Source: an optimization exercise on an open RTL-to-GDS flow (aim: small area and a short achievable clock period). Production flows keep margins and buffers that such runs may drop.
No functional check of the RTL was part of any run shown here.

==> flow/design.v, too long to show whole: its modules and the start of the top module <==
// module ex2_1: 1892 lines
// module ex2_1_fa: 4 lines
// module ex2_1_ha: 4 lines
// module ex2_1_pgi: 4 lines
// module ex2_1_pgn: 4 lines
// module ex2_1_x: 3 lines
// module ex2_1_xn: 3 lines
module ex2_1 (
	      input 		  clk, rst, validi,
	      input [31:0] 	  data_in,
	      output logic 	  valido,
	      output logic [31:0] data_out
	      );
  // ...
==> flow/run.sh <==
#!/bin/bash
# synth_recipe.tcl (not shown) runs the flow's synth.tcl, then flattens the netlist and writes it again
# the make line also repeats each setting of config.mk as NAME=value (left out here)
make -C /OpenROAD-flow-scripts/flow DESIGN_CONFIG=/design/flow/config.mk WORK_HOME=/design/flow/orfs CLKGATE_MAP_FILE= SYNTH_SCRIPT=/design/flow/synth_recipe.tcl finish
==> flow/config.mk <==
export PLATFORM = sky130hd
export DESIGN_NAME = ex2_1
export DESIGN_NICKNAME = ex2_1
export VERILOG_FILES = /design/flow/design.v
export SDC_FILE = /design/flow/constraint.sdc
export NUM_CORES = 4
export LEC_CHECK = 0
export CAP_MARGIN = 20
export CORE_MARGIN = 2
export CORE_UTILIZATION = 40
export SETUP_SLACK_MARGIN = 4.4
export SLEW_MARGIN = 20
export SYNTH_HIERARCHICAL = 1
export TNS_END_PERCENT = 0
==> flow/constraint.sdc <==
create_clock -name core_clock -period 8.0 [get_ports {clk}]
set_input_delay 1.6000 -clock core_clock [delete_from_list [all_inputs] [get_ports {clk}]]
set_output_delay 1.6000 -clock core_clock [all_outputs]
set_load 0.01 [all_outputs]
==> impl_metrics.toml, run 1 <==
[placed_design]
hpwl_microns = 35300
gp_congestion = 0.875

[drt]
ant_nets = 0
dr_wl_met3_microns = 5280
met2_length_microns = 25300
wl_microns = 55300

[global_routing]
grt_pass1_vias = 12857
use_met3_pct = 7.03

[setup_path]
cp.depth = 9
cp-start-kind = "input port"
crit_top_cell = "fa_1"
path_max_fanout = 6

[status]
status = "timing/DRC/antenna clean"

[clocking]
htreeDepth = 4
cts_made_buffers = 17
cts_setup_buffers = 39

[flow_run]
maxCapViolCount = 0

[cells_and_area]
clock_buffers = 18
final_util_pct = 49.3
drive_gt1_share_pct = 20.4
area_growth_pct = 20.9
signal_buffers = 156

[sta]
grt_setup_unrepaired = "yes"
hold_viol = 0
finalSetupViolCount = 0
finClkSkew_ps = 14.5

[die]
n_tap_cell = 518

[synthesis]
syn_area_per_cell_sq_um = 10.8

[min_path]
hp-start = "cnt[0]$_DFF_PP0_"
==> run 2, diff against run 1 <==
--- a/flow/design.v
+++ b/flow/design.v
@@ -111,16 +111,17 @@
    logic q92;
    logic q93;
    logic q94;
    logic q95;
    logic q96;
    logic q97;
    logic q98;
    logic q99;
+   logic q100;
    wire bo0, bt0, bn0;
    wire pp1;
    wire pp2;
    wire pp3;
    wire pp4;
    wire pp5;
    wire pp6;
    wire pp7;
@@ -741,27 +742,27 @@
    wire s607;
    wire s608;
    wire s609;
    wire s610;
    wire s611;
    wire s612;
    wire s613;
    wire s614;
-   wire s615;
+   wire c615;
    wire s616;
-   wire s617;
+   wire c617;
    wire s618;
-   wire s619;
+   wire c619;
    wire s620;
-   wire s621;
+   wire c621;
    wire s622;
-   wire s623;
+   wire c623;
    wire s624;
-   wire s625;
+   wire c625;
    wire s626;
    wire c627;
    wire s628;
    wire c629;
    wire s630;
    wire c631;
    wire s632;
    wire c633;
@@ -773,120 +774,120 @@
    wire c639;
    wire s640;
    wire c641;
    wire s642;
    wire c643;
    wire s644;
    wire c645;
    wire s646;
-   wire c647;
+   wire s647;
    wire s648;
-   wire c649;
-   wire s650;
-   wire c651;
-   wire s652;
-   wire c653;
-   wire s654;
-   wire c655;
-   wire s656;
-   wire c657;
-   wire s658;
+   wire s649;
+   wire c650;
+   wire s651;
+   wire c652;
+   wire s653;
+   wire c654;
+   wire s655;
+   wire c656;
+   wire s657;
+   wire c658;
    wire s659;
-   wire s660;
-   wire c661;
-   wire s662;
-   wire c663;
-   wire s664;
-   wire c665;
-   wire s666;
-   wire c667;
-   wire s668;
-   wire c669;
-   wire s670;
-   wire c671;
-   wire s672;
-   wire c673;
-   wire s674;
-   wire c675;
-   wire s676;
-   wire c677;
-   wire s678;
-   wire c679;
-   wire s680;
-   wire c681;
-   wire s682;
-   wire c683;
-   wire s684;
-   wire c685;
+   wire c660;
+   wire s661;
+   wire c662;
+   wire s663;
+   wire c664;
+   wire s665;
+   wire c666;
+   wire s667;
+   wire c668;
+   wire s669;
+   wire c670;
+   wire s671;
+   wire c672;
+   wire s673;
+   wire c674;
+   wire s675;
+   wire c676;
+   wire s677;
+   wire c678;
+   wire s679;
+   wire c680;
+   wire s681;
+   wire c682;
+   wire s683;
+   wire c684;
+   wire s685;
    wire s686;
-   wire c687;
-   wire s688;
-   wire c689;
-   wire s690;
-   wire c691;
-   wire s692;
-   wire c693;
-   wire s694;
-   wire c695;
-   wire s696;
+   wire s687;
+   wire c688;
+   wire s689;
+   wire c690;
+   wire s691;
+   wire c692;
+   wire s693;
+   wire c694;
+   wire s695;
+   wire c696;
    wire s697;
-   wire s698;
-   wire c699;
-   wire s700;
-   wire c701;
-   wire s702;
-   wire c703;
-   wire s704;
-   wire c705;
-   wire s706;
-   wire c707;
-   wire s708;
-   wire c709;
-   wire s710;
-   wire c711;
-   wire s712;
-   wire c713;
-   wire s714;
-   wire c715;
-   wire s716;
-   wire c717;
-   wire s718;
-   wire c719;
-   wire s720;
-   wire c721;
-   wire s722;
-   wire c723;
-   wire s724;
-   wire c725;
-   wire s726;
-   wire c727;
-   wire s728;
-   wire c729;
-   wire s730;
-   wire c731;
-   wire s732;
-   wire c733;
-   wire s734;
-   wire c735;
-   wire s736;
-   wire c737;
-   wire s738;
-   wire c739;
+   wire c698;
+   wire s699;
+   wire c700;
+   wire s701;
+   wire c702;
+   wire s703;
+   wire c704;
+   wire s705;
+   wire c706;
+   wire s707;
+   wire c708;
+   wire s709;
+   wire c710;
+   wire s711;
+   wire c712;
+   wire s713;
+   wire c714;
+   wire s715;
+   wire c716;
+   wire s717;
+   wire c718;
+   wire s719;
+   wire c720;
+   wire s721;
+   wire c722;
+   wire s723;
+   wire c724;
+   wire s725;
+   wire c726;
+   wire s727;
+   wire c728;
+   wire s729;
+   wire c730;
+   wire s731;
+   wire c732;
+   wire s733;
+   wire c734;
+   wire s735;
+   wire c736;
+   wire s737;
+   wire c738;
+   wire s739;
    wire s740;
-   wire c741;
-   wire s742;
-   wire c743;
-   wire s744;
-   wire c745;
-   wire s746;
-   wire c747;
-   wire s748;
-   wire c749;
-   wire s750;
+   wire s741;
+   wire c742;
+   wire s743;
+   wire c744;
+   wire s745;
+   wire c746;
+   wire s747;
+   wire c748;
+   wire s749;
+   wire c750;
    wire s751;
    wire c752;
    wire s753;
    wire c754;
    wire s755;
    wire c756;
    wire s757;
    wire c758;
@@ -930,28 +931,17 @@
    wire c796;
    wire s797;
    wire c798;
    wire s799;
    wire c800;
    wire s801;
    wire c802;
    wire s803;
-   wire c804;
-   wire s805;
-   wire c806;
-   wire s807;
-   wire c808;
-   wire s809;
-   wire c810;
-   wire s811;
-   wire c812;
-   wire s813;
-   wire s814;
-   wire s815;
+   wire s804;
    wire [31:0] ra, rb;
    wire [31:0] g0, p0, sum;
    wire xg1, xp1;
    wire xg2, xp2;
    wire xg3, xp3;
    wire xg4, xp4;
    wire xg5, xp5;
    wire xg6, xp6;
@@ -1133,20 +1123,21 @@
       q88 <= c560;
       q89 <= s577;
       q90 <= s579;
       q91 <= s597;
       q92 <= c578;
       q93 <= c580;
       q94 <= s599;
       q95 <= s601;
-      q96 <= s624;
-      q97 <= c600;
-      q98 <= s625;
-      q99 <= c602;
+      q96 <= c600;
+      q97 <= s611;
+      q98 <= c602;
+      q99 <= s612;
+      q100 <= s613;
       data_out <= sum;
    end
    assign bo0 = a[0] ^ 1'b0;
    assign bt0 = (a[1] & ~a[0] & ~1'b0) | (~a[1] & a[0] & 1'b0);
    assign bn0 = a[1] & ~(a[0] & 1'b0);
    assign pp1 = ((bo0 & data_in[0]) | (bt0 & 1'b0)) ^ bn0;
    assign pp2 = ((bo0 & data_in[1]) | (bt0 & data_in[0])) ^ bn0;
    assign pp3 = ((bo0 & data_in[2]) | (bt0 & data_in[1])) ^ bn0;
@@ -1624,140 +1615,129 @@
    ex2_1_fa us587 (.a(pp215), .b(pp229), .c(pp241), .s(s587), .co(c588));
    ex2_1_fa us589 (.a(pp251), .b(pp259), .c(pp265), .s(s589), .co(c590));
    ex2_1_fa us591 (.a(pp269), .b(pp271), .c(c562), .s(s591), .co(c592));
    ex2_1_fa us593 (.a(c564), .b(c566), .c(c568), .s(s593), .co(c594));
    ex2_1_fa us595 (.a(c570), .b(s581), .c(s583), .s(s595), .co(c596));
    ex2_1_fa us597 (.a(s585), .b(s587), .c(s589), .s(s597), .co(c598));
    ex2_1_fa us599 (.a(c572), .b(c574), .c(c576), .s(s599), .co(c600));
    ex2_1_fa us601 (.a(s591), .b(s593), .c(s595), .s(s601), .co(c602));
-   assign s603 = pp32 ^ pp62;
-   assign s604 = pp90 ^ pp116;
-   assign s605 = pp140 ^ pp162;
-   assign s606 = pp182 ^ pp200;
-   assign s607 = pp216 ^ pp230;
-   assign s608 = pp242 ^ pp252;
-   assign s609 = pp260 ^ pp266;
-   assign s610 = pp270 ^ pp272;
-   assign s611 = s603 ^ s604;
-   assign s612 = s605 ^ s606;
-   assign s613 = s607 ^ s608;
-   assign s614 = s609 ^ s610;
-   assign s615 = c582 ^ c584;
-   assign s616 = c586 ^ c588;
-   assign s617 = c590 ^ s611;
-   assign s618 = s612 ^ s613;
-   assign s619 = s614 ^ s615;
-   assign s620 = s616 ^ s617;
-   assign s621 = s618 ^ c592;
-   assign s622 = c594 ^ s619;
-   assign s623 = s620 ^ c596;
-   assign s624 = c598 ^ s621;
-   assign s625 = s622 ^ s623;
-   ex2_1_ha us626 (.a(q42), .b(q43), .s(s626), .co(c627));
-   ex2_1_ha us628 (.a(q47), .b(q48), .s(s628), .co(c629));
-   ex2_1_ha us630 (.a(q51), .b(q52), .s(s630), .co(c631));
-   ex2_1_ha us632 (.a(q55), .b(q56), .s(s632), .co(c633));
-   ex2_1_ha us634 (.a(q59), .b(q60), .s(s634), .co(c635));
-   ex2_1_ha us636 (.a(q63), .b(q64), .s(s636), .co(c637));
-   ex2_1_ha us638 (.a(q67), .b(q68), .s(s638), .co(c639));
-   ex2_1_ha us640 (.a(q71), .b(q72), .s(s640), .co(c641));
-   ex2_1_fa us642 (.a(q75), .b(q76), .c(q77), .s(s642), .co(c643));
-   ex2_1_ha us644 (.a(q78), .b(q79), .s(s644), .co(c645));
-   ex2_1_fa us646 (.a(q81), .b(q82), .c(q83), .s(s646), .co(c647));
-   ex2_1_ha us648 (.a(q84), .b(q85), .s(s648), .co(c649));
-   ex2_1_fa us650 (.a(q86), .b(q87), .c(q88), .s(s650), .co(c651));
-   ex2_1_ha us652 (.a(q89), .b(q90), .s(s652), .co(c653));
-   ex2_1_fa us654 (.a(q91), .b(q92), .c(q93), .s(s654), .co(c655));
-   ex2_1_ha us656 (.a(q94), .b(q95), .s(s656), .co(c657));
-   assign s658 = q96 ^ q97;
-   assign s659 = q98 ^ q99;
-   ex2_1_ha us660 (.a(q23), .b(q24), .s(s660), .co(c661));
-   ex2_1_ha us662 (.a(q27), .b(q28), .s(s662), .co(c663));
-   ex2_1_ha us664 (.a(q30), .b(q31), .s(s664), .co(c665));
-   ex2_1_ha us666 (.a(q33), .b(q34), .s(s666), .co(c667));
-   ex2_1_ha us668 (.a(q36), .b(q37), .s(s668), .co(c669));
-   ex2_1_ha us670 (.a(q39), .b(q40), .s(s670), .co(c671));
-   ex2_1_fa us672 (.a(q44), .b(q45), .c(q46), .s(s672), .co(c673));
-   ex2_1_fa us674 (.a(q49), .b(q50), .c(c627), .s(s674), .co(c675));
-   ex2_1_fa us676 (.a(q53), .b(q54), .c(c629), .s(s676), .co(c677));
-   ex2_1_fa us678 (.a(q57), .b(q58), .c(c631), .s(s678), .co(c679));
-   ex2_1_fa us680 (.a(q61), .b(q62), .c(c633), .s(s680), .co(c681));
-   ex2_1_fa us682 (.a(q65), .b(q66), .c(c635), .s(s682), .co(c683));
-   ex2_1_fa us684 (.a(q69), .b(q70), .c(c637), .s(s684), .co(c685));
-   ex2_1_fa us686 (.a(q73), .b(q74), .c(c639), .s(s686), .co(c687));
-   ex2_1_fa us688 (.a(q80), .b(c641), .c(s644), .s(s688), .co(c689));
-   ex2_1_fa us690 (.a(c645), .b(s648), .c(c643), .s(s690), .co(c691));
-   ex2_1_fa us692 (.a(c649), .b(s652), .c(c647), .s(s692), .co(c693));
-   ex2_1_fa us694 (.a(c653), .b(s656), .c(c651), .s(s694), .co(c695));
-   assign s696 = c657 ^ s658;
-   assign s697 = s659 ^ c655;
-   ex2_1_ha us698 (.a(q6), .b(q7), .s(s698), .co(c699));
-   ex2_1_ha us700 (.a(q9), .b(q10), .s(s700), .co(c701));
-   ex2_1_ha us702 (.a(q11), .b(q12), .s(s702), .co(c703));
-   ex2_1_ha us704 (.a(q13), .b(q14), .s(s704), .co(c705));
-   ex2_1_ha us706 (.a(q15), .b(q16), .s(s706), .co(c707));
-   ex2_1_ha us708 (.a(q17), .b(q18), .s(s708), .co(c709));
-   ex2_1_ha us710 (.a(q19), .b(q20), .s(s710), .co(c711));
-   ex2_1_ha us712 (.a(q21), .b(q22), .s(s712), .co(c713));
-   ex2_1_fa us714 (.a(q25), .b(q26), .c(s660), .s(s714), .co(c715));
-   ex2_1_fa us716 (.a(q29), .b(c661), .c(s662), .s(s716), .co(c717));
-   ex2_1_fa us718 (.a(q32), .b(c663), .c(s664), .s(s718), .co(c719));
-   ex2_1_fa us720 (.a(q35), .b(c665), .c(s666), .s(s720), .co(c721));
-   ex2_1_fa us722 (.a(q38), .b(c667), .c(s668), .s(s722), .co(c723));
-   ex2_1_fa us724 (.a(q41), .b(c669), .c(s670), .s(s724), .co(c725));
-   ex2_1_fa us726 (.a(c671), .b(s626), .c(s672), .s(s726), .co(c727));
-   ex2_1_fa us728 (.a(s628), .b(c673), .c(s674), .s(s728), .co(c729));
-   ex2_1_fa us730 (.a(s630), .b(c675), .c(s676), .s(s730), .co(c731));
-   ex2_1_fa us732 (.a(s632), .b(c677), .c(s678), .s(s732), .co(c733));
-   ex2_1_fa us734 (.a(s634), .b(c679), .c(s680), .s(s734), .co(c735));
-   ex2_1_fa us736 (.a(s636), .b(c681), .c(s682), .s(s736), .co(c737));
-   ex2_1_fa us738 (.a(s638), .b(c683), .c(s684), .s(s738), .co(c739));
-   ex2_1_fa us740 (.a(s640), .b(c685), .c(s686), .s(s740), .co(c741));
-   ex2_1_fa us742 (.a(s642), .b(c687), .c(s688), .s(s742), .co(c743));
-   ex2_1_fa us744 (.a(s646), .b(c689), .c(s690), .s(s744), .co(c745));
-   ex2_1_fa us746 (.a(s650), .b(c691), .c(s692), .s(s746), .co(c747));
-   ex2_1_fa us748 (.a(s654), .b(c693), .c(s694), .s(s748), .co(c749));
-   assign s750 = s696 ^ s697;
-   ex2_1_fa us751 (.a(q0), .b(q1), .c(data_in[0]), .s(s751), .co(c752));
-   ex2_1_ha us753 (.a(q2), .b(data_in[1]), .s(s753), .co(c754));
-   ex2_1_ha us755 (.a(q3), .b(data_in[2]), .s(s755), .co(c756));
-   ex2_1_ha us757 (.a(q4), .b(data_in[3]), .s(s757), .co(c758));
-   ex2_1_ha us759 (.a(q5), .b(data_in[4]), .s(s759), .co(c760));
-   ex2_1_fa us761 (.a(s698), .b(q8), .c(data_in[5]), .s(s761), .co(c762));
-   ex2_1_fa us763 (.a(c699), .b(s700), .c(data_in[6]), .s(s763), .co(c764));
-   ex2_1_fa us765 (.a(c701), .b(s702), .c(data_in[7]), .s(s765), .co(c766));
-   ex2_1_fa us767 (.a(c703), .b(s704), .c(data_in[8]), .s(s767), .co(c768));
-   ex2_1_fa us769 (.a(c705), .b(s706), .c(data_in[9]), .s(s769), .co(c770));
-   ex2_1_fa us771 (.a(c707), .b(s708), .c(data_in[10]), .s(s771), .co(c772));
-   ex2_1_fa us773 (.a(c709), .b(s710), .c(data_in[11]), .s(s773), .co(c774));
-   ex2_1_fa us775 (.a(c711), .b(s712), .c(data_in[12]), .s(s775), .co(c776));
-   ex2_1_fa us777 (.a(c713), .b(s714), .c(data_in[13]), .s(s777), .co(c778));
-   ex2_1_fa us779 (.a(c715), .b(s716), .c(data_in[14]), .s(s779), .co(c780));
-   ex2_1_fa us781 (.a(c717), .b(s718), .c(data_in[15]), .s(s781), .co(c782));
-   ex2_1_fa us783 (.a(c719), .b(s720), .c(data_in[16]), .s(s783), .co(c784));
-   ex2_1_fa us785 (.a(c721), .b(s722), .c(data_in[17]), .s(s785), .co(c786));
-   ex2_1_fa us787 (.a(c723), .b(s724), .c(data_in[18]), .s(s787), .co(c788));
-   ex2_1_fa us789 (.a(c725), .b(s726), .c(data_in[19]), .s(s789), .co(c790));
-   ex2_1_fa us791 (.a(c727), .b(s728), .c(data_in[20]), .s(s791), .co(c792));
-   ex2_1_fa us793 (.a(c729), .b(s730), .c(data_in[21]), .s(s793), .co(c794));
-   ex2_1_fa us795 (.a(c731), .b(s732), .c(data_in[22]), .s(s795), .co(c796));
-   ex2_1_fa us797 (.a(c733), .b(s734), .c(data_in[23]), .s(s797), .co(c798));
-   ex2_1_fa us799 (.a(c735), .b(s736), .c(data_in[24]), .s(s799), .co(c800));
-   ex2_1_fa us801 (.a(c737), .b(s738), .c(data_in[25]), .s(s801), .co(c802));
-   ex2_1_fa us803 (.a(c739), .b(s740), .c(data_in[26]), .s(s803), .co(c804));
-   ex2_1_fa us805 (.a(c741), .b(s742), .c(data_in[27]), .s(s805), .co(c806));
-   ex2_1_fa us807 (.a(c743), .b(s744), .c(data_in[28]), .s(s807), .co(c808));
-   ex2_1_fa us809 (.a(c745), .b(s746), .c(data_in[29]), .s(s809), .co(c810));
-   ex2_1_fa us811 (.a(c747), .b(s748), .c(data_in[30]), .s(s811), .co(c812));
-   assign s813 = c695 ^ s750;
-   assign s814 = data_in[31] ^ s813;
-   assign s815 = s814 ^ c749;
-   assign ra = {c812, c810, c808, c806, c804, c802, c800, c798, c796, c794, c792, c790, c788, c786, c784, c782, c780, c778, c776, c774, c772, c770, c768, c766, c764, c762, c760, c758, c756, c754, c752, s751};
-   assign rb = {s815, s811, s809, s807, s805, s803, s801, s799, s797, s795, s793, s791, s789, s787, s785, s783, s781, s779, s777, s775, s773, s771, s769, s767, s765, s763, s761, s759, s757, s755, s753, 1'b0};
+   ex2_1_fa us603 (.a(pp32), .b(pp62), .c(pp90), .s(s603), .co());
+   ex2_1_fa us604 (.a(pp116), .b(pp140), .c(pp162), .s(s604), .co());
+   ex2_1_fa us605 (.a(pp182), .b(pp200), .c(pp216), .s(s605), .co());
+   ex2_1_fa us606 (.a(pp230), .b(pp242), .c(pp252), .s(s606), .co());
+   ex2_1_fa us607 (.a(pp260), .b(pp266), .c(pp270), .s(s607), .co());
+   ex2_1_fa us608 (.a(pp272), .b(c582), .c(c584), .s(s608), .co());
+   ex2_1_fa us609 (.a(c586), .b(c588), .c(c590), .s(s609), .co());
+   ex2_1_fa us610 (.a(s603), .b(s604), .c(s605), .s(s610), .co());
+   ex2_1_fa us611 (.a(s606), .b(s607), .c(c592), .s(s611), .co());
+   ex2_1_fa us612 (.a(c594), .b(c596), .c(c598), .s(s612), .co());
+   ex2_1_fa us613 (.a(s608), .b(s609), .c(s610), .s(s613), .co());
+   ex2_1_ha us614 (.a(q42), .b(q43), .s(s614), .co(c615));
+   ex2_1_ha us616 (.a(q47), .b(q48), .s(s616), .co(c617));
+   ex2_1_ha us618 (.a(q51), .b(q52), .s(s618), .co(c619));
+   ex2_1_ha us620 (.a(q55), .b(q56), .s(s620), .co(c621));
+   ex2_1_ha us622 (.a(q59), .b(q60), .s(s622), .co(c623));
+   ex2_1_ha us624 (.a(q63), .b(q64), .s(s624), .co(c625));
+   ex2_1_ha us626 (.a(q67), .b(q68), .s(s626), .co(c627));
+   ex2_1_ha us628 (.a(q71), .b(q72), .s(s628), .co(c629));
+   ex2_1_fa us630 (.a(q75), .b(q76), .c(q77), .s(s630), .co(c631));
+   ex2_1_ha us632 (.a(q78), .b(q79), .s(s632), .co(c633));
+   ex2_1_fa us634 (.a(q81), .b(q82), .c(q83), .s(s634), .co(c635));
+   ex2_1_ha us636 (.a(q84), .b(q85), .s(s636), .co(c637));
+   ex2_1_fa us638 (.a(q86), .b(q87), .c(q88), .s(s638), .co(c639));
+   ex2_1_ha us640 (.a(q89), .b(q90), .s(s640), .co(c641));
+   ex2_1_fa us642 (.a(q91), .b(q92), .c(q93), .s(s642), .co(c643));
+   ex2_1_ha us644 (.a(q94), .b(q95), .s(s644), .co(c645));
+   assign s646 = q96 ^ q97;
+   assign s647 = q98 ^ s646;
+   assign s648 = q99 ^ q100;
+   ex2_1_ha us649 (.a(q23), .b(q24), .s(s649), .co(c650));
+   ex2_1_ha us651 (.a(q27), .b(q28), .s(s651), .co(c652));
+   ex2_1_ha us653 (.a(q30), .b(q31), .s(s653), .co(c654));
+   ex2_1_ha us655 (.a(q33), .b(q34), .s(s655), .co(c656));
+   ex2_1_ha us657 (.a(q36), .b(q37), .s(s657), .co(c658));
+   ex2_1_ha us659 (.a(q39), .b(q40), .s(s659), .co(c660));
+   ex2_1_fa us661 (.a(q44), .b(q45), .c(q46), .s(s661), .co(c662));
+   ex2_1_fa us663 (.a(q49), .b(q50), .c(c615), .s(s663), .co(c664));
+   ex2_1_fa us665 (.a(q53), .b(q54), .c(c617), .s(s665), .co(c666));
+   ex2_1_fa us667 (.a(q57), .b(q58), .c(c619), .s(s667), .co(c668));
+   ex2_1_fa us669 (.a(q61), .b(q62), .c(c621), .s(s669), .co(c670));
+   ex2_1_fa us671 (.a(q65), .b(q66), .c(c623), .s(s671), .co(c672));
+   ex2_1_fa us673 (.a(q69), .b(q70), .c(c625), .s(s673), .co(c674));
+   ex2_1_fa us675 (.a(q73), .b(q74), .c(c627), .s(s675), .co(c676));
+   ex2_1_fa us677 (.a(q80), .b(c629), .c(s632), .s(s677), .co(c678));
+   ex2_1_fa us679 (.a(c633), .b(s636), .c(c631), .s(s679), .co(c680));
+   ex2_1_fa us681 (.a(c637), .b(s640), .c(c635), .s(s681), .co(c682));
+   ex2_1_fa us683 (.a(c641), .b(s644), .c(c639), .s(s683), .co(c684));
+   assign s685 = c645 ^ s648;
+   assign s686 = c643 ^ s685;
+   ex2_1_ha us687 (.a(q6), .b(q7), .s(s687), .co(c688));
+   ex2_1_ha us689 (.a(q9), .b(q10), .s(s689), .co(c690));
+   ex2_1_ha us691 (.a(q11), .b(q12), .s(s691), .co(c692));
+   ex2_1_ha us693 (.a(q13), .b(q14), .s(s693), .co(c694));
+   ex2_1_ha us695 (.a(q15), .b(q16), .s(s695), .co(c696));
+   ex2_1_ha us697 (.a(q17), .b(q18), .s(s697), .co(c698));
+   ex2_1_ha us699 (.a(q19), .b(q20), .s(s699), .co(c700));
+   ex2_1_ha us701 (.a(q21), .b(q22), .s(s701), .co(c702));
+   ex2_1_fa us703 (.a(q25), .b(q26), .c(s649), .s(s703), .co(c704));
+   ex2_1_fa us705 (.a(q29), .b(c650), .c(s651), .s(s705), .co(c706));
+   ex2_1_fa us707 (.a(q32), .b(c652), .c(s653), .s(s707), .co(c708));
+   ex2_1_fa us709 (.a(q35), .b(c654), .c(s655), .s(s709), .co(c710));
+   ex2_1_fa us711 (.a(q38), .b(c656), .c(s657), .s(s711), .co(c712));
+   ex2_1_fa us713 (.a(q41), .b(c658), .c(s659), .s(s713), .co(c714));
+   ex2_1_fa us715 (.a(c660), .b(s614), .c(s661), .s(s715), .co(c716));
+   ex2_1_fa us717 (.a(s616), .b(c662), .c(s663), .s(s717), .co(c718));
+   ex2_1_fa us719 (.a(s618), .b(c664), .c(s665), .s(s719), .co(c720));
+   ex2_1_fa us721 (.a(s620), .b(c666), .c(s667), .s(s721), .co(c722));
+   ex2_1_fa us723 (.a(s622), .b(c668), .c(s669), .s(s723), .co(c724));
+   ex2_1_fa us725 (.a(s624), .b(c670), .c(s671), .s(s725), .co(c726));
+   ex2_1_fa us727 (.a(s626), .b(c672), .c(s673), .s(s727), .co(c728));
+   ex2_1_fa us729 (.a(s628), .b(c674), .c(s675), .s(s729), .co(c730));
+   ex2_1_fa us731 (.a(s630), .b(c676), .c(s677), .s(s731), .co(c732));
+   ex2_1_fa us733 (.a(s634), .b(c678), .c(s679), .s(s733), .co(c734));
+   ex2_1_fa us735 (.a(s638), .b(c680), .c(s681), .s(s735), .co(c736));
+   ex2_1_fa us737 (.a(s642), .b(c682), .c(s683), .s(s737), .co(c738));
+   assign s739 = s647 ^ s686;
+   assign s740 = c684 ^ s739;
+   ex2_1_fa us741 (.a(q0), .b(q1), .c(data_in[0]), .s(s741), .co(c742));
+   ex2_1_ha us743 (.a(q2), .b(data_in[1]), .s(s743), .co(c744));
+   ex2_1_ha us745 (.a(q3), .b(data_in[2]), .s(s745), .co(c746));
+   ex2_1_ha us747 (.a(q4), .b(data_in[3]), .s(s747), .co(c748));
+   ex2_1_ha us749 (.a(q5), .b(data_in[4]), .s(s749), .co(c750));
+   ex2_1_fa us751 (.a(s687), .b(q8), .c(data_in[5]), .s(s751), .co(c752));
+   ex2_1_fa us753 (.a(c688), .b(s689), .c(data_in[6]), .s(s753), .co(c754));
+   ex2_1_fa us755 (.a(c690), .b(s691), .c(data_in[7]), .s(s755), .co(c756));
+   ex2_1_fa us757 (.a(c692), .b(s693), .c(data_in[8]), .s(s757), .co(c758));
+   ex2_1_fa us759 (.a(c694), .b(s695), .c(data_in[9]), .s(s759), .co(c760));
+   ex2_1_fa us761 (.a(c696), .b(s697), .c(data_in[10]), .s(s761), .co(c762));
+   ex2_1_fa us763 (.a(c698), .b(s699), .c(data_in[11]), .s(s763), .co(c764));
+   ex2_1_fa us765 (.a(c700), .b(s701), .c(data_in[12]), .s(s765), .co(c766));
+   ex2_1_fa us767 (.a(c702), .b(s703), .c(data_in[13]), .s(s767), .co(c768));
+   ex2_1_fa us769 (.a(c704), .b(s705), .c(data_in[14]), .s(s769), .co(c770));
+   ex2_1_fa us771 (.a(c706), .b(s707), .c(data_in[15]), .s(s771), .co(c772));
+   ex2_1_fa us773 (.a(c708), .b(s709), .c(data_in[16]), .s(s773), .co(c774));
+   ex2_1_fa us775 (.a(c710), .b(s711), .c(data_in[17]), .s(s775), .co(c776));
+   ex2_1_fa us777 (.a(c712), .b(s713), .c(data_in[18]), .s(s777), .co(c778));
+   ex2_1_fa us779 (.a(c714), .b(s715), .c(data_in[19]), .s(s779), .co(c780));
+   ex2_1_fa us781 (.a(c716), .b(s717), .c(data_in[20]), .s(s781), .co(c782));
+   ex2_1_fa us783 (.a(c718), .b(s719), .c(data_in[21]), .s(s783), .co(c784));
+   ex2_1_fa us785 (.a(c720), .b(s721), .c(data_in[22]), .s(s785), .co(c786));
+   ex2_1_fa us787 (.a(c722), .b(s723), .c(data_in[23]), .s(s787), .co(c788));
+   ex2_1_fa us789 (.a(c724), .b(s725), .c(data_in[24]), .s(s789), .co(c790));
+   ex2_1_fa us791 (.a(c726), .b(s727), .c(data_in[25]), .s(s791), .co(c792));
+   ex2_1_fa us793 (.a(c728), .b(s729), .c(data_in[26]), .s(s793), .co(c794));
+   ex2_1_fa us795 (.a(c730), .b(s731), .c(data_in[27]), .s(s795), .co(c796));
+   ex2_1_fa us797 (.a(c732), .b(s733), .c(data_in[28]), .s(s797), .co(c798));
+   ex2_1_fa us799 (.a(c734), .b(s735), .c(data_in[29]), .s(s799), .co(c800));
+   ex2_1_fa us801 (.a(c736), .b(s737), .c(data_in[30]), .s(s801), .co(c802));
+   assign s803 = data_in[31] ^ s740;
+   assign s804 = c738 ^ s803;
+   assign ra = {c802, c800, c798, c796, c794, c792, c790, c788, c786, c784, c782, c780, c778, c776, c774, c772, c770, c768, c766, c764, c762, c760, c758, c756, c754, c752, c750, c748, c746, c744, c742, s741};
+   assign rb = {s804, s801, s799, s797, s795, s793, s791, s789, s787, s785, s783, s781, s779, s777, s775, s773, s771, s769, s767, s765, s763, s761, s759, s757, s755, s753, s751, s749, s747, s745, s743, 1'b0};
    assign g0 = ra & rb;
    assign p0 = ra ^ rb;
    ex2_1_pgi ug1 (.gh(g0[1]), .ph(p0[1]), .gl(g0[0]), .pl(1'b1), .gn(xg1), .pn(xp1));
    ex2_1_pgi ug2 (.gh(g0[3]), .ph(p0[3]), .gl(g0[2]), .pl(p0[2]), .gn(xg2), .pn(xp2));
    ex2_1_pgi ug3 (.gh(g0[5]), .ph(p0[5]), .gl(g0[4]), .pl(p0[4]), .gn(xg3), .pn(xp3));
    ex2_1_pgi ug4 (.gh(g0[7]), .ph(p0[7]), .gl(g0[6]), .pl(p0[6]), .gn(xg4), .pn(xp4));
    ex2_1_pgi ug5 (.gh(g0[9]), .ph(p0[9]), .gl(g0[8]), .pl(p0[8]), .gn(xg5), .pn(xp5));
    ex2_1_pgi ug6 (.gh(g0[11]), .ph(p0[11]), .gl(g0[10]), .pl(p0[10]), .gn(xg6), .pn(xp6));
==> flow/flow/run.sh (new file) <==
#!/bin/bash
# The standard layout, except that the port buffers are plain buf_2 cells rather
# than the delay cells buffer_ports picks by default. make's full output goes to flow_make.log.
set -euo pipefail
bash standard.sh "BUFFER_PORTS_ARGS=-buffer_cell sky130_fd_sc_hd__buf_2" finish > flow_make.log 2>&1
==> flow/standard.sh (new file) <==
#!/bin/bash
# synth_recipe.tcl (not shown) runs the flow's synth.tcl, then flattens the netlist and writes it again
# the make line also repeats each setting of config.mk as NAME=value (left out here)
make -C /OpenROAD-flow-scripts/flow DESIGN_CONFIG=/design/flow/config.mk WORK_HOME=/design/flow/orfs CLKGATE_MAP_FILE= SYNTH_SCRIPT=/design/flow/synth_recipe.tcl "${@:-finish}"
removed: flow/run.sh
==> impl_metrics.toml, run 2 <==
[synthesis]
synthCells = 1464
yosysWarnings = 7
syn_area_sq_um = 15900
syn_area_per_cell_sq_um = 10.9

[drt]
ant_nets = 0
via_count = 10939
wl_per_cell_microns = 23.4
firstDrtPassIters = 6
drc = 0
drt-initial-drc-count = 777
wl_microns = 46300
viasPerCell = 5.52

[die]
dieWidth_microns = 203
die_h_microns = 203
initial_core_util_pct = 40.3
core_area_sq_um = 39500
io_pins = 68
num_rows = 73
dieArea_sq_um = 41400

[clocking]
cts_made_buffers = 17
clk_pin_slew_ps = 60
clkLatencyLatePin_ps = 480
cts.sinks = 168
cts-root-buf = "clkbuf_16"
cts_tree = "yes"
cts_buffer_depth = 2
htreeDepth = 4
hold_buffers = 0
cts_setup_buffers = 0

[setup_path]
crit_path_max_incr_delay_ps = 530
crit_required_ps = 8390
worst_ep_arrival_time_ps = 4120
crit_type = "in2reg"
crit_chain = "buf_2 -> fa_1 -> ha_1 -> a21oi_2 -> o21ai_2 -> a21oi_2 -> o21ai_2 -> a21oi_2 -> inv_1 -> a21oi_2 -> xnor2_1"
crit_top_cell = "a21oi_2"
cpMaxStageDelayCell = "fa_1"
r2r_end = "data_out[31]$_DFF_P_"
cp-start-kind = "input port"
ff2ff_path_depth = 13
critPathCaptureType = "flip-flop"
path_max_fanout = 19
regToRegStartpoint = "q81$_DFF_P_"
reg2reg_setup_slack_ps = 4270

[global_routing]
antenna_found_initial = 0
track_usage_pct = 23.2
grt_first_pass_wirelength_microns = 71500
grt_max_degree = 51
grt_pass1_vias = 11665
grt_overflow_total = 0

[sta]
max_freq_mhz = 268
hold_viol = 0
finClkSkew_ps = 24.8
setup_slack_ps = 4270
finalMaxSlewViolations = 0
finalSetupViolCount = 0
holdWs_ps = 430
period_share_pct = 46.7
layout_min_cycle_time_ps = 3730
grt_setup_unrepaired = "yes"
tns_ps = 0
tightest_slew_ps = 1090
timing.slew.headroom_pct = 26.9

[flow_run]
maxCapViolCount = 0

[cells_and_area]
reg.largest.list = "a: 32 flops, data_out: 32 flops, cnt: 2 flops"
drive_gt1_share_pct = 16.4
layout.nets = 1788
area_growth_pct = 8.54
final_cell_mix = "289 x xnor2_1, 227 x fa_1, 205 x a22oi_1, 163 x dfxtp_1, 73 x ha_1"
final_common_cell = "xnor2_1"

[min_path]
hp-start = "cnt[0]$_DFF_PP0_"
hold-path-cell-count = 1
min_path_type = "reg2reg"
holdPathEnd = "cnt[0]$_DFF_PP0_"

[status]
status = "timing/DRC/antenna clean"

[placed_design]
gp_congestion = 0.903
hpwl_microns = 34000
pre_cts_ws_ps = 3440
port_buffers = 67
## run 2: how the worst max path moves through the flow
| stage | from | to | slack, ps | cells after the start |
|---|---|---|---|---|
| floorplan | data_in[16] | q41$_DFF_P_ | 4300 | 7 |
| global placement | data_in[5] | data_out[29]$_DFF_P_ | 3460 | 11 |
| detailed placement | data_in[5] | data_out[31]$_DFF_P_ | 3440 | 11 |
| CTS | q81$_DFF_P_ | data_out[31]$_DFF_P_ | 4230 | 13 |
| global route | q81$_DFF_P_ | data_out[31]$_DFF_P_ | 4170 | 13 |
| finish | data_in[15] | data_out[27]$_DFF_P_ | 4270 | 11 |
## run 2: repair_timing
item,4_1_cts,5_1_grt
setup endpoints to repair,71,55
resized for setup,29,9
pin swaps,4,8
## run 2: worst max-delay path: cells and delay by family
family | cells | cell delay (ps)
adder cells (fa/ha/maj) | 2 | 870
buffers and inverters | 2 | 500
XOR/XNOR | 1 | 120
AO/OA/AOI/OAI | 6 | 1020
## run 2: per-stage QoR
| step | utilization (%) | cells | instance area [sq um] |
|---|---|---|---|
| global route | 43.8 | 1979 | 17300 |
| CTS | 43.7 | 1979 | 17200 |
| finish | 43.8 | 1980 | 17300 |
| detailed placement | 42.0 | 1947 | 16600 |
| global placement | 42.0 | 1947 | 16600 |
| floorplan | - | 1465 | 16200 |
## run 2: metal layers
metal	vias up	GRT usage, %	routed length (microns)
li1	4900	-	-
met1	5634	30.9	20400
met2	361	38.2	22200
met3	44	4.28	2640
met4	0	7.27	1090
met5	-	0	0
## run 2: final cells by class
cell class              count  area [sq um]
repair buffers             79           470
clock inverters            12           143
well taps                 525           657
fillers                  3784         22200
clock buffers              20           437
inverters                  56           213
multi-input cells        1119         12000
diodes                      1          2.50
flip-flops and latches    168          3380

static timing again, ports no longer ideal:
Ports are ideal in the flow. The routed layouts listed here were re-timed in OpenROAD.
Step 1: set_driving_cell puts a clkbuf_16 on clk and a buf_2 on each other input, an assumption about the parent block.
Step 2 times the ports against the registers' clock, not the clock port: input delays grow and output delays shrink by t, the midpoint of the rising clock arrivals with the driver on.
Slacks: ideal / step 1 / step 2; pairs: ideal / step 1.
run | shift t [ns] | slack for setup (ns) | worst register clock-pin slew, ns | pins driven straight from the clock port
run 1 | 0.514 | 4.237 / 4.249 / 3.755 | 0.08 / 0.08 | 1
run 2 | 0.516 | 4.266 / 4.267 / 3.767 | 0.07 / 0.07 | 1
After both steps setup and hold are still met in every run listed. For run 2, which loses most, drivers alone change the setup slack by +0.001 ns; drivers and shift together by -0.499 ns.
